From an optimization exercise on the open Yosys and OpenROAD flow, aimed at small area and a short achievable clock period; shortcuts taken in it are not production practice. Function was checked by simulation only, so behaviour that the tests miss may differ from the original. Power is estimated from default activity; no workload was simulated.

==> flow/design.v <==
module adder #(parameter WIDTH = 32) (
    input       [WIDTH-1:0] a, b,
    output      [WIDTH-1:0] sum
);
assign sum = a + b;
endmodule
module mux2 #(parameter WIDTH = 8) (
    input       [WIDTH-1:0] d0, d1,
    input       sel,
    output      [WIDTH-1:0] y
);
assign y = sel ? d1 : d0;
endmodule
module mux4 #(parameter WIDTH = 8) (
    input       [WIDTH-1:0] d0, d1, d2, d3,
    input       [1:0] sel,
    output      [WIDTH-1:0] y
);
assign y = sel[1] ? (sel[0] ? d3 : d2) : (sel[0] ? d1 : d0);
endmodule
module reset_ff #(parameter WIDTH = 8) (
    input       clk, rst,
    input       [WIDTH-1:0] d,
    output reg  [WIDTH-1:0] q
);
always @(posedge clk or posedge rst) begin
    if (rst) q <= 0;
    else     q <= d;
end
endmodule
module alu #(parameter WIDTH = 32) (
    input       [WIDTH-1:0] a, b,        
    input       [3:0] alu_ctrl,          
    output reg  [WIDTH-1:0] alu_out,     
    output      zero                     
);
always @(a, b, alu_ctrl) begin
    case (alu_ctrl)
        4'b0000:  alu_out <= a + b;        
        4'b0001:  alu_out <= a + ~b + 1;   
        4'b0010:  alu_out <= a & b;        
        4'b0011:  alu_out <= a | b;        
        4'b0100:  alu_out <= a ^ b;        
        4'b0101:  begin                    
                     if (a[31] != b[31]) alu_out <= a[31] ? 1 : 0;
                     else alu_out <= a < b ? 1 : 0;
                 end
		  4'b0111:  alu_out <= a >> b[4:0];  
        4'b1001: alu_out <= $signed(a) >>> b[4:0]; 
        4'b0110:  alu_out <= a << b[4:0];  
        4'b1000: alu_out <= a < b ? 1 : 0; 
        default: alu_out = 0;
    endcase
end
assign zero = (alu_out == 0) ? 1'b1 : 1'b0;
endmodule
module imm_extend (
    input  [31:7]     instr,
    input  [ 1:0]     immsrc,
    output reg [31:0] immext
);
always @(*) begin
    case(immsrc)
        2'b00:   immext = {{20{instr[31]}}, instr[31:20]};
        2'b01:   immext = {{20{instr[31]}}, instr[31:25], instr[11:7]};
        2'b10:   immext = {{20{instr[31]}}, instr[7], instr[30:25], instr[11:8], 1'b0};
        2'b11:   immext = {{12{instr[31]}}, instr[19:12], instr[20], instr[30:21], 1'b0};
        default: immext = 32'bx;  
    endcase
end
endmodule
module reg_file #(parameter DATA_WIDTH = 32) (
    input       clk,
    input       wr_en,
    input       [4:0] rd_addr1, rd_addr2, wr_addr,
    input       [DATA_WIDTH-1:0] wr_data,
    output      [DATA_WIDTH-1:0] rd_data1, rd_data2
);
reg [DATA_WIDTH-1:0] reg_file_arr [0:31];
always @(posedge clk) begin
    if (wr_en) reg_file_arr[wr_addr] <= wr_data;
end
assign rd_data1 = ( rd_addr1 != 0 ) ? reg_file_arr[rd_addr1] : 0;
assign rd_data2 = ( rd_addr2 != 0 ) ? reg_file_arr[rd_addr2] : 0;
endmodule
module alu_decoder (
    input            opb5,
    input [2:0]      funct3,
    input            funct7b5,
    input [1:0]      ALUOp,
    output reg [3:0] ALUControl
);
always @(*) begin
    case (ALUOp)
        2'b00: ALUControl = 4'b0000;              
        2'b01: ALUControl = 4'b0001;              
        default:
            case (funct3)  
                3'b000: begin
                    if   (funct7b5 & opb5) ALUControl = 4'b0001;  
                    else ALUControl = 4'b0000;  
                end
                3'b010:  ALUControl = 4'b0101;  
					 3'b011:  ALUControl = 4'b1000;  
                3'b110:  ALUControl = 4'b0011;  
                3'b111:  ALUControl = 4'b0010;  
					 3'b100:  ALUControl = 4'b0100;  
                3'b001:  ALUControl = 4'b0110;  
                3'b101: begin if (funct7b5 == 0) ALUControl =  4'b0111; 
                        else ALUControl = 4'b1001;  
                        end
                default: ALUControl = 4'bxxxx;  
            endcase
    endcase
end
endmodule
module main_decoder (
    input  [6:0] op,
	 input [2:0] funct3,
	 input 		 Zero,LtS,LtU,
    output [1:0] ResultSrc,
    output       MemWrite, Branch, ALUSrc,
    output       RegWrite, Jump,Jalr,
    output [1:0] ImmSrc,
    output [1:0] ALUOp
);
reg [10:0] controls;
reg TakeBranch;
always @(*) begin
	 TakeBranch=0;
    casez (op)
        7'b0000011: controls = 11'b1_00_1_0_01_00_0_0;  
        7'b0100011: controls = 11'b0_01_1_1_00_00_0_0;  
        7'b0110011: controls = 11'b1_xx_0_0_00_10_0_0;  
        7'b1100011: begin  
				controls = 11'b0_10_0_0_00_01_0_0;
				case (funct3)
					3'b000:TakeBranch=Zero;
					3'b001:TakeBranch=!Zero;
					3'b100:TakeBranch=LtS;
					3'b101:TakeBranch=!LtS;
					3'b110:TakeBranch=LtU;
					3'b111:TakeBranch=!LtU;
				endcase
				end
        7'b0010011: controls = 11'b1_00_1_0_00_10_0_0;  
        7'b1101111: controls = 11'b1_11_0_0_10_00_1_0;  
		  7'b1100111: controls = 11'b1_00_1_0_10_00_0_1;  
		  7'b0?10111: controls = 11'b1_xx_x_0_11_xx_0_0;  
        default:    controls = 11'bx_xx_x_x_xx_xx_x_x;  
    endcase
end
assign Branch =TakeBranch;
assign {RegWrite, ImmSrc, ALUSrc, MemWrite, ResultSrc, ALUOp, Jump,Jalr} = controls;
endmodule
module controller (
    input [6:0]  op,
    input [2:0]  funct3,
    input        funct7b5,
    input        Zero,LtS,LtU,
    output       [1:0] ResultSrc,
    output       MemWrite,
    output       PCSrc, ALUSrc,
    output       RegWrite, Jump, Jalr,
    output [1:0] ImmSrc,
    output [3:0] ALUControl
);
wire [1:0] ALUOp;
wire       Branch;
main_decoder    md (op, funct3,Zero,LtS,LtU, ResultSrc, MemWrite, Branch,
                    ALUSrc, RegWrite, Jump,Jalr, ImmSrc, ALUOp);
alu_decoder     ad (op[5], funct3, funct7b5, ALUOp, ALUControl);
assign PCSrc = Branch  | Jump;
endmodule
module datapath (
    input         clk, reset,
    input [1:0]   ResultSrc,
    input         PCSrc, ALUSrc,
    input         RegWrite,
    input [1:0]   ImmSrc,
    input [3:0]   ALUControl,
	 input 			Jalr,
    output        Zero,LtS,LtU,
    output [31:0] PC,
    input  [31:0] Instr,
    output [31:0] Mem_WrAddr, Mem_WrData,
    input  [31:0] ReadData,
    output [31:0] Result
);
wire [31:0] PCNext,PCJalr, PCPlus4, PCTarget,AuiPC,lAuiPC;
wire [31:0] ImmExt, SrcA, SrcB, WriteData, ALUResult;
mux2 #(32)     pcmux(PCPlus4, PCTarget, PCSrc, PCNext);
mux2 #(32)     jalrmux(PCNext, ALUResult, Jalr, PCJalr);
reset_ff #(32) pcreg(clk, reset, PCJalr, PC);
adder          pcadd4(PC, 32'd4, PCPlus4);
adder          pcaddbranch(PC, ImmExt, PCTarget);
reg_file       rf (clk, RegWrite & ~reset, Instr[19:15], Instr[24:20], Instr[11:7], Result, SrcA, WriteData);
imm_extend     ext (Instr[31:7], ImmSrc, ImmExt);
mux2 #(32)     srcbmux(WriteData, ImmExt, ALUSrc, SrcB);
alu            alu (SrcA, SrcB, ALUControl, ALUResult, Zero);
adder #(32) auipcadder ({Instr[31:12],12'b0},PC,AuiPC);
mux2 #(32) lauipcmux (AuiPC,{Instr[31:12],12'b0}, Instr[5], lAuiPC);
mux4 #(32)     resultmux(ALUResult, ReadData, PCPlus4,lAuiPC, ResultSrc, Result);
assign LtS = $signed(SrcA) < $signed(SrcB);
assign LtU = SrcA < SrcB;
assign Mem_WrData = WriteData;
assign Mem_WrAddr = ALUResult;
endmodule
module riscv_cpu (
    input         clk, reset,
    output [31:0] PC,
    input  [31:0] Instr,
    output        MemWrite,
    output [31:0] Mem_WrAddr, Mem_WrData,
    input  [31:0] ReadData,
    output [31:0] Result
);
wire        ALUSrc, RegWrite, Jump,Jalr, Zero , LtS, LtU, PCSrc;
wire [1:0]  ResultSrc, ImmSrc;
wire [3:0]  ALUControl;
controller  c   (Instr[6:0], Instr[14:12], Instr[30], Zero,LtS,LtU,
                ResultSrc, MemWrite, PCSrc, ALUSrc, RegWrite, Jump, Jalr,
                ImmSrc, ALUControl);
datapath    dp  (clk, reset, ResultSrc, PCSrc,
                ALUSrc, RegWrite, ImmSrc, ALUControl,Jalr,
                Zero, LtS,LtU,PC, Instr, Mem_WrAddr, Mem_WrData, ReadData, Result);
endmodule
module data_mem #(parameter DATA_WIDTH = 32, ADDR_WIDTH = 32, MEM_SIZE = 64) (
    input       clk, wr_en,
    input 		 [2:0] funct3,
    input       [ADDR_WIDTH-1:0] wr_addr, wr_data,
    output   reg   [DATA_WIDTH-1:0] rd_data_mem
);
reg [DATA_WIDTH-1:0] data_ram [0:MEM_SIZE-1];
wire [ADDR_WIDTH-1:0] word_addr = wr_addr[DATA_WIDTH-1:2]%64;
always @(posedge clk) begin
    if (wr_en) begin
	   case (funct3) 
			3'b000: begin  
					  case (wr_addr[1:0])
							2'b00:data_ram[word_addr][7:0] =wr_data[7:0];
							2'b01:data_ram[word_addr][15:8] =wr_data[7:0];
							2'b10:data_ram[word_addr][23:16] =wr_data[7:0];
							2'b11:data_ram[word_addr][31:24] =wr_data[7:0];
					  endcase
					  end
			3'b010: data_ram[word_addr] <= wr_data;  
			3'b001: begin  
                case (wr_addr[1:0])
                    2'b00: data_ram[word_addr][15:0] = wr_data[15:0]; 
                    2'b10: data_ram[word_addr][31:16] = wr_data[15:0];  
                endcase
                end
		endcase
	end
end
always @ (*) begin
	rd_data_mem = 32'b0;
	case (funct3)
		3'b000: begin  
				case (wr_addr[1:0])
					2'b00:rd_data_mem = {{24{data_ram[word_addr][7]}},data_ram[word_addr][7:0]};
					2'b01:rd_data_mem = {{24{data_ram[word_addr][15]}},data_ram[word_addr][15:8]};
					2'b10:rd_data_mem = {{24{data_ram[word_addr][23]}},data_ram[word_addr][23:16]};
					2'b11:rd_data_mem = {{24{data_ram[word_addr][31]}},data_ram[word_addr][31:24]};
				endcase
				end
		3'b100:begin  
				case (wr_addr[1:0])
					2'b00:rd_data_mem = {24'b0,data_ram[word_addr][7:0]};
					2'b01:rd_data_mem = {24'b0,data_ram[word_addr][15:8]};
					2'b10:rd_data_mem = {24'b0,data_ram[word_addr][23:16]};
					2'b11:rd_data_mem = {24'b0,data_ram[word_addr][31:24]};
					default: rd_data_mem = 32'b0;
				endcase
				end
		3'b010:rd_data_mem=data_ram[word_addr]; 
		3'b001: begin  
            case (wr_addr[1:0])
                2'b00: rd_data_mem = {{16{data_ram[word_addr][15]}}, data_ram[word_addr][15:0]};   
                2'b10: rd_data_mem = {{16{data_ram[word_addr][31]}}, data_ram[word_addr][31:16]};   
                default: rd_data_mem = 32'b0;
            endcase
        end
		3'b101:begin  
				case(wr_addr[1:0])
					2'b00: rd_data_mem = {16'b0,data_ram[word_addr][15:0]};
					2'b10: rd_data_mem = {16'b0,data_ram[word_addr][31:16]};
					default: rd_data_mem=32'b0;
				endcase
				end
		endcase
end
endmodule
module top_riscv_cpu (
    input         clk, reset,
    input         Ext_MemWrite,
    input  [31:0] Ext_WriteData, Ext_DataAdr,
    input  [31:0] Instr,
    output        MemWrite,
    output [31:0] WriteData, DataAdr, ReadData,
    output [31:0] PC, Result
);
wire [31:0] DataAdr_rv32, WriteData_rv32;
wire        MemWrite_rv32;
riscv_cpu rvcpu    (clk, reset, PC, Instr,
                    MemWrite_rv32, DataAdr_rv32,
                    WriteData_rv32, ReadData, Result);
data_mem  datamem  (clk, MemWrite, reset ? 3'b010 : Instr [14:12], DataAdr, WriteData, ReadData);
assign MemWrite  = reset ? Ext_MemWrite : MemWrite_rv32;
assign WriteData = (Ext_MemWrite && reset) ? Ext_WriteData : WriteData_rv32;
assign DataAdr   = reset ? Ext_DataAdr : DataAdr_rv32;
endmodule
==> flow/run.sh <==
#!/bin/bash
# synth_recipe.tcl (not shown) runs the flow's synth.tcl, then flattens the netlist and writes it again
# the make line also repeats each setting of config.mk as NAME=value (left out here)
make -C /OpenROAD-flow-scripts/flow DESIGN_CONFIG=/design/flow/config.mk WORK_HOME=/design/flow/orfs CLKGATE_MAP_FILE= SYNTH_SCRIPT=/design/flow/synth_recipe.tcl finish
==> flow/config.mk <==
export PLATFORM = sky130hd
export DESIGN_NAME = top_riscv_cpu
export DESIGN_NICKNAME = top_riscv_cpu
export VERILOG_FILES = /design/flow/design.v
export SDC_FILE = /design/flow/constraint.sdc
export NUM_CORES = 4
export LEC_CHECK = 0
export CAP_MARGIN = 20
export CORE_MARGIN = 2
export CORE_UTILIZATION = 40
export SETUP_SLACK_MARGIN = 0.3
export SLEW_MARGIN = 20
==> flow/constraint.sdc <==
create_clock -name core_clock -period 15.0 [get_ports {clk}]
set_input_delay 3.0000 -clock core_clock [delete_from_list [all_inputs] [get_ports {clk}]]
set_output_delay 3.0000 -clock core_clock [all_outputs]
set_load 0.01 [all_outputs]
==> impl_metrics.yaml <==
run_status:
  run_status: "no timing/DRC/antenna violations"
clock_tree:
  deepest_clock_path_buffer_count: 4
  worst_skew_pair.late_latency_ps: 990
  worst_setup_hold_path_clk_slew_ps: 70
  ctsRootBufferMaster: "sky130_fd_sc_hd__clkbuf_16"
  clkSinkCount: 3104
  tritoncts.num_buffers: 327
  tritoncts: "done"
  htree_levels: 5
timing:
  timing.max_slew.rel_slack: 0.149
  max_slew.worst_pin.slew_ps: 1280
  post-route-min-period_ps: 14680
  finClkSkew_ps: 102
  final.period_utilization: 0.979
  final-hold-violation-count: 0
  setup_viol: 0
  max_freq_mhz: 68.1
  finalMaxSlewViolations: 0
  setup_repair_after_global_routing_missed_its_margin: "yes"
drt:
  drt_first_iter_violations: 14800
  ant_nets: 0
  detailedRoute.firstPassIterationCount: 9
  detail_route.wirelength_mm: 604
  dr_total_vias: 103000
  wl_per_cell_um: 38.3
  detail_route.drc_violations: 0
  vias_per_cell: 6.55
power:
  power.ir.vdd_worst_mv: 0.119
  power_leakage_nw: 58.3
  power_density_mw_per_mm2: 144
layout:
  post_layout_inst_area_sq_mm: 0.170
  post_route_cells_drive_above_1_share: 0.227
  area_delta_synth_final_pct: 19.6
  final_net_count: 11000
  fillCellCount: 30500
  layoutNonFillerInstCount: 15800
synthesis:
  cell_area_after_technology_mapping_sq_mm: 0.142
  mappedNetlistNets: 9903
  syn-mean-instance-area_sq_um: 14.7
  asyncSetResetFlopFracSynth: 0.0103
  synth_largest_type_area_fraction: 0.650
  synth_ff_type: "sky130_fd_sc_hd__edfxtp_1"
  synth.cells.most_frequent: "3072 x sky130_fd_sc_hd__edfxtp_1, 750 x sky130_fd_sc_hd__o22ai_1, 613 x sky130_fd_sc_hd__nor2_1, 562 x sky130_fd_sc_hd__nand2_1, 439 x sky130_fd_sc_hd__mux2i_1"
  yosysUniqueCellTypes: 131
  synthesized_flop_and_latch_total: 3104
  synth_top_area_cell: "sky130_fd_sc_hd__edfxtp_1"
  synthesized_instance_count: 9652
  synth-seq-area-share: 0.656
  synth_edf_count: 3072
  yosys_warnings: 7
  yosys.cell_count.top_type: "sky130_fd_sc_hd__edfxtp_1"
  synthTopCellsByArea: "sky130_fd_sc_hd__edfxtp_1 65%, sky130_fd_sc_hd__mux4_2 6.9%, sky130_fd_sc_hd__o22ai_1 3.3%, sky130_fd_sc_hd__mux2i_1 3.1%, sky130_fd_sc_hd__nor2_1 1.6%"
global_route:
  grt_antenna_before_repair: 38
  grtUsageMet3: 0.0717
  globalRouteOverflowTotal: 0
  maximum_number_of_pins_on_one_net_before_global_route_repair: 85
  globalRoute.busiestLayer: "met2"
  global_route_track_usage_on_met2: 0.514
  grt_first_pass_wirelength_mm: 817
  grtUsageMet1: 0.408
  number_of_global_route_vias_before_repair: 99100
  globalRouteTotalUtil: 0.327
critical_path:
  worstPathRequired_ps: 12000
  start_kind: "input port"
  critical_path_arrival_ps: 11680
  crit_fanout: 42
  worst_path_max_delay_cell: "sky130_fd_sc_hd__clkdlybuf4s50_1"
  critical_path.max_stage_delay_ps: 940
  dominant_delay_contributor_by_cell_family_on_the_critical_path: "buffers and inverters"
  criticalPathCategory: "input port to output pin"
  cp_common_cell: "sky130_fd_sc_hd__buf_4"
  worst_setup_path_end_kind: "output pin"
  worstPathBufferInverterCount: 11
die:
  io_pins: 260
  initial_utilization: 0.402
  fp.dieW_um: 600
  core-area_sq_mm: 0.353
  die_height_um: 600
  floorplan.die_area_sq_mm: 0.360
  core.rowCount: 218
place:
  hpwl_mm: 422
  finalWeightedCongestion: 1.06
  place.detailed.instances: 15100
  place.port_buffers: 259
  place_area_sq_mm: 0.158
worst_hold_path:
  timing.hold.worst.class: "register to register"
job:
  max_cap_viol_count: 0
[registers in the layout, indices dropped and copies added, names as in the netlist]
register                  cells
datamem.data_ram           2048
rvcpu.dp.pcreg.q             32
rvcpu.dp.rf.reg_file_arr   1024
[tightest hold or removal path: stages, from the launching register on]
cell	delay (ps)
sky130_fd_sc_hd__dfrtp_1	490
sky130_fd_sc_hd__inv_1	140
sky130_fd_sc_hd__a221oi_2	70
[report_power, final]
part / switching [mW] / internal (mW)
clock network: 3.48 / 4.57
logic: 4.01 / 2.25
registers: 0.139 / 10.0
[metal layers]
metal,vias up,share of wire
met5,-,0.00026
met4,22,0.079
met3,1656,0.10
met2,6823,0.46
met1,53100,0.36
li1,41500,-
[stage by stage]
step            util  TNS [ps]  hold WS (ps)  total power, mW  setup WS (ps)
2_1_floorplan      -         0           588             12.9            361
3_3_place_gp   0.449    -31720           724             16.3           -908
3_5_place_dp   0.449    -23760           709             16.3           -735
4_1_cts        0.479         0           718             24.3            305
5_1_grt        0.481         0           736             25.0            291
6_report       0.481         0           739             24.5            316
[cells by family after synthesis]
logic type | after synthesis | share of synthesized area
adder cells (fa/ha/maj) | 152 | 0.0136
XOR/XNOR | 80 | 0.00494
multiplexers | 958 | 0.107
AO/OA/AOI/OAI | 2459 | 0.121
buffers and inverters | 841 | 0.0290
flip-flops | 3104 | 0.656
AND/OR/NAND/NOR | 2058 | 0.0692
[cell usage in the layout (no fill, tap or decap), types with 41 or more instances in the layout]
cell type and n:
sky130_fd_sc_hd__clkbuf_16 339, sky130_fd_sc_hd__nor3_1 178, sky130_fd_sc_hd__o22a_1 43, sky130_fd_sc_hd__nand2b_1 44, sky130_fd_sc_hd__a21oi_1 298, sky130_fd_sc_hd__nor2_1 524, sky130_fd_sc_hd__and3_1 62, sky130_fd_sc_hd__a211oi_1 95
sky130_fd_sc_hd__mux4_2 433, sky130_fd_sc_hd__a221oi_1 42, sky130_fd_sc_hd__clkbuf_1 63, sky130_fd_sc_hd__a22oi_1 147, sky130_fd_sc_hd__or3_1 62, sky130_fd_sc_hd__clkdlybuf4s50_1 242, sky130_fd_sc_hd__clkinv_1 78, sky130_fd_sc_hd__o21ai_0 236
sky130_fd_sc_hd__buf_4 1038, sky130_fd_sc_hd__edfxtp_1 3072, sky130_fd_sc_hd__nand3_1 165, sky130_fd_sc_hd__inv_1 139, sky130_fd_sc_hd__and2_1 58, sky130_fd_sc_hd__nor2_2 58, sky130_fd_sc_hd__clkinv_2 41, sky130_fd_sc_hd__nand4_1 59
sky130_fd_sc_hd__o22ai_1 740, sky130_fd_sc_hd__o41ai_1 69, sky130_fd_sc_hd__buf_12 130, sky130_fd_sc_hd__mux2_2 77, sky130_fd_sc_hd__o221ai_1 90, sky130_fd_sc_hd__nand2_1 557, sky130_fd_sc_hd__mux2i_1 437, sky130_fd_sc_hd__a21o_1 65
sky130_fd_sc_hd__a31oi_1 46, sky130_fd_sc_hd__xnor2_1 54, sky130_fd_sc_hd__ha_1 148, sky130_fd_sc_hd__nor4_1 64, sky130_fd_sc_hd__o211ai_1 55
[timing repair]
item | CTS | global route
pin swaps | 5 | 9
hold buffers | 0 | 0
gates cloned | 0 | 6
endpoints found under the setup margin | 58 | 43
gates resized for setup | 31 | 42
setup buffers | 8 | 6
[cell type report]
cell class | count | area [sq um] | share of cell area
inverter | 161 | 623 | 0.00367
antenna | 26 | 65.1 | 0.000383
clock inverter | 184 | 1890 | 0.0111
timing repair buffer | 1447 | 13500 | 0.0794
sequential | 3104 | 93000 | 0.548
tap | 4730 | 5920 | 0.0349
multi-input combinational | 5707 | 46100 | 0.272
clock buffer | 399 | 8610 | 0.0507
[final timing paths]
| path | from | to | slack, ps | cells past startpoint |
|---|---|---|---|---|
| hold / removal | rvcpu.dp.pcreg.q[0]$_DFFE_PP0P_ | rvcpu.dp.pcreg.q[0]$_DFFE_PP0P_ | 740 | 2 |
| setup / recovery | Instr[12] | Result[25] | 320 | 27 |
| max in group asynchronous | reset | rvcpu.dp.pcreg.q[18]$_DFF_PP0_ | 11100 | 4 |
| min in group asynchronous | reset | rvcpu.dp.pcreg.q[3]$_DFF_PP0_ | 2810 | 3 |
| setup reg to reg | rvcpu.dp.rf.reg_file_arr[3][0]$_DFFE_PP_ | datamem.data_ram[34][0]$_DFFE_PP_ | 5180 | 33 |
| hold reg to reg | rvcpu.dp.pcreg.q[0]$_DFFE_PP0P_ | rvcpu.dp.pcreg.q[0]$_DFFE_PP0P_ | 740 | 2 |

-- afterwards: timing with drivers on the ports --
No port has a modelled driver above. Below, the same layout with a new extraction and two added sets of constraints. Step 1, drivers: a clkbuf_16 drives clk and a buf_2 each remaining input, both assumed. Step 2 moves the port delays by t, midway between the first and last clock arrival at a register: inputs arrive t later, outputs are due t later. That takes back most of the time a late clock gives input paths. Three values: ideal ports, drivers, drivers and shift; two values: the first two.
shift t [ns]: 1.049
slack for setup (ns): 0.316 / -0.007 / -0.007
hold slack, ns: 0.739 / 0.739 / 0.739
Met with ideal ports but missed after step 2: setup timing in this run. For this run, drivers alone change the setup slack by -0.323 ns; drivers and shift together by -0.323 ns.
